This is an optimization exercise on Yosys and OpenROAD, whose aim is small area, not a production implementation. Where RTL was checked, it was by simulation tests only, not by an equivalence proof against the original.

== west ==
==> flow/design.v (excerpt) <==
module top_module_x3 (
    input wire clk,
    input wire rst_n,
    output reg buzzer,
    input  wire sda1_i, output wire sda1_o, output wire sda1_oe, output wire scl1,
    input  wire sda2_i, output wire sda2_o, output wire sda2_oe, output wire scl2,
    input  wire sda3_i, output wire sda3_o, output wire sda3_oe, output wire scl3,
    output wire lcd_rs,
    output wire lcd_rw,
    output wire lcd_en,
    output wire [7:0] lcd_d,
    output reg relay1,
    output reg relay2,
    output reg relay3
);
Settings: LEC_CHECK=0, ABC_CLOCK_PERIOD_IN_PS=20000, CAP_MARGIN=20, CORE_MARGIN=2, CORE_UTILIZATION=75, CTS_BUF_LIST=sky130_fd_sc_hd__clkbuf_4, SLEW_MARGIN=20; clock period 20.0 ns.
run.sh (not shown) runs the stock make flow with config.mk's settings and CLKGATE_MAP_FILE= SYNTH_SCRIPT=/design/flow/synth_recipe.tcl, a recipe that flattens the netlist after the stock synthesis.
## Diff of input files: north against west
- changing CORE_UTILIZATION from 75 to 40
- removing ABC_CLOCK_PERIOD_IN_PS (formerly 20000)
- removing CTS_BUF_LIST (formerly sky130_fd_sc_hd__clkbuf_4)
[summary]
Min placed wire-length estimate across north and west: west
Compared with west, in north final routed wirelength across all metal layers went up about 5%; instance area after placement went up 2.0%.
In the reports for north and west, the smaller count of clock buffers in the final design belongs to west.
Function was not checked in any run of this note: the RTL went through the layout flow alone.

* * *

P:
Another version of the RTL of top_module_x3 (not shown whole).
For scale: ~520 cells after synthesis, ~120 flip-flops.
Settings: LEC_CHECK=0, CAP_MARGIN=20, CORE_MARGIN=2, CORE_UTILIZATION=60, SLEW_MARGIN=20, BUFFER_PORTS_ARGS=-buffer_cell sky130_fd_sc_hd__buf_1, CTS_ARGS=-sink_clustering_enable -repair_clock_nets -dont_use_dummy_load -buf_list sky130_fd_sc_hd__clkbuf_8; clock period 20.0 ns.
standard.sh (not shown) runs the stock make flow with config.mk's settings and CLKGATE_MAP_FILE= SYNTH_SCRIPT=/design/flow/synth_recipe.tcl, a recipe that flattens the netlist after the stock synthesis.
==> flow/flow/run.sh <==
#!/bin/bash
# Own layout flow: the standard ORFS flow (standard.sh) with two changes
# to how the layout is made:
#  - the I/O port buffers are sky130_fd_sc_hd__buf_1 (the standard flow's
#    buffer_ports picks a larger cell; the ports see only 0.01 pF)
#  - clock tree synthesis uses clkbuf_8 and adds no dummy loads
# Everything else (synthesis, floorplan, placement, routing) is standard.sh.
set -e
cat >> config.mk <<'EOM'
export BUFFER_PORTS_ARGS = -buffer_cell sky130_fd_sc_hd__buf_1
export CTS_ARGS = -sink_clustering_enable -repair_clock_nets -dont_use_dummy_load -buf_list sky130_fd_sc_hd__clkbuf_8
EOM
bash standard.sh > standard.log 2>&1
P: flow completed, timing, DRC and antenna clean
Input changes introduced in Q (baseline for comparison: P):
# P
export LEC_CHECK = 0
export CAP_MARGIN = 20
export CORE_MARGIN = 2
export CORE_UTILIZATION = 60
export SLEW_MARGIN = 20
export BUFFER_PORTS_ARGS = -buffer_cell sky130_fd_sc_hd__buf_1
export CTS_ARGS = -sink_clustering_enable -repair_clock_nets -dont_use_dummy_load -buf_list sky130_fd_sc_hd__clkbuf_8
create_clock -name core_clock -period 20.0 [get_ports {clk}]
# Q
export LEC_CHECK = 0
export CAP_MARGIN = 20
export CORE_MARGIN = 2
export CORE_UTILIZATION = 60
export SLEW_MARGIN = 20
export BUFFER_PORTS_ARGS = -buffer_cell sky130_fd_sc_hd__buf_1
export CTS_ARGS = -sink_clustering_enable -repair_clock_nets -dont_use_dummy_load -buf_list sky130_fd_sc_hd__clkbuf_4
create_clock -name core_clock -period 20.0 [get_ports {clk}]
==> flow/flow/run.sh <==
#!/bin/bash
# Own layout flow: the standard ORFS flow (standard.sh) with three
# changes to how the layout is made:
#  - synthesis leaves adders to abc as plain logic instead of mapping them to
#    half/full-adder cells (ADDER_MAP_FILE empty); the registers, their names
#    and cell types are exactly the standard synthesis's
#  - the I/O port buffers are sky130_fd_sc_hd__buf_1 (the standard flow's
#    buffer_ports picks a larger cell; the ports see only 0.01 pF)
#  - clock tree synthesis uses clkbuf_4 and adds no dummy loads
# Everything else (floorplan, placement, routing) is standard.sh.
# The ORFS logs of every step are in orfs/logs; make's output is in
# standard.log.
set -e
cat >> config.mk <<'EOM'
export ADDER_MAP_FILE =
export BUFFER_PORTS_ARGS = -buffer_cell sky130_fd_sc_hd__buf_1
export CTS_ARGS = -sink_clustering_enable -repair_clock_nets -dont_use_dummy_load -buf_list sky130_fd_sc_hd__clkbuf_4
EOM
bash standard.sh > standard.log 2>&1
--- outcome ---
Q completed; timing, DRC and antenna clean. Measured against Q, the via count of P comes out at 1.06 times the reference value. Of P and Q, the lower maximum cell stage delay along the critical path belongs to Q. Critical path data arrival time was lower in Q than in P. The mean area per synthesized cell in Q sits 0.43 µm² below the value recorded for P. The beginning of the critical path comes out ss[2] in one run and ss[3] in the other, namely in Q and P respectively. [compare] base=P new=Q: area share of fa/ha/maj cells after synthesis saw a decrease, well tap count saw a decrease, remaining number of nets flagged by the antenna check after routing saw little to no change, worst path setup slack after routing saw an increase.
[inputs] R vs Q
==> flow/flow/run.sh <==
#!/bin/bash
# Own layout flow: the standard ORFS flow (standard.sh) with two changes
# to how the layout is made:
#  - the I/O port buffers are sky130_fd_sc_hd__buf_1 (the standard flow's
#    buffer_ports picks a larger cell; the ports see only 0.01 pF)
#  - clock tree synthesis uses clkbuf_4 and adds no dummy loads
# Everything else (synthesis, floorplan, placement, routing) is standard.sh.
set -e
cat >> config.mk <<'EOM'
export BUFFER_PORTS_ARGS = -buffer_cell sky130_fd_sc_hd__buf_1
export CTS_ARGS = -sink_clustering_enable -repair_clock_nets -dont_use_dummy_load -buf_list sky130_fd_sc_hd__clkbuf_4
EOM
bash standard.sh > standard.log 2>&1
Notes after the runs:
Compared with Q, R shows pin count of the biggest net entering global routing that has gone down by a little under 10%. The standard cells in R occupy more silicon area than those in Q do. Comparing well tap count for R and Q, the smaller number came from Q. Between R and Q, the met2 global-route usage is lower for Q. Diff R and Q: die area lower in Q. A launch point of the critical path of ss[2] is what Q shows, while ss[3] belongs to R. Compared to Q, the router laid down more metal wire for R.

-- afterwards: timing with drivers on the ports --
How much do the figures lean on ideal ports? The routed layouts below were timed once more, with nothing changed but the port constraints. Step 1: set_driving_cell puts a clkbuf_16 on clk and a buf_2 on each other input, an assumption about the parent block. Step 2 adds t to the input delays and takes it off the output delays; t is the mean of the earliest and latest rising clock arrival at the registers after step 1. Input paths then give back, and output paths get back, about the clock's delay inside the block. a / b / c = ideal ports / drivers / drivers and shift; a / b = the first two.
run	shift t [ns]	setup slack, ns	clock arrival spread, ns	slew at the worst register clock pin (ns)	cell pins on the clock port's net
west	0.575	12.847 / 12.811 / 13.385	0.019 / 0.019	0.12 / 0.12	1
north	0.450	12.947 / 12.902 / 13.352	0.015 / 0.014	0.06 / 0.06	1
P	0.434	13.561 / 13.528 / 13.962	0.026 / 0.026	0.07 / 0.07	1
Q	0.500	13.600 / 13.567 / 14.067	0.054 / 0.054	0.12 / 0.12	1
R	0.518	13.471 / 13.439 / 13.957	0.042 / 0.042	0.11 / 0.11	1
After both steps setup and hold are still met in every run listed.
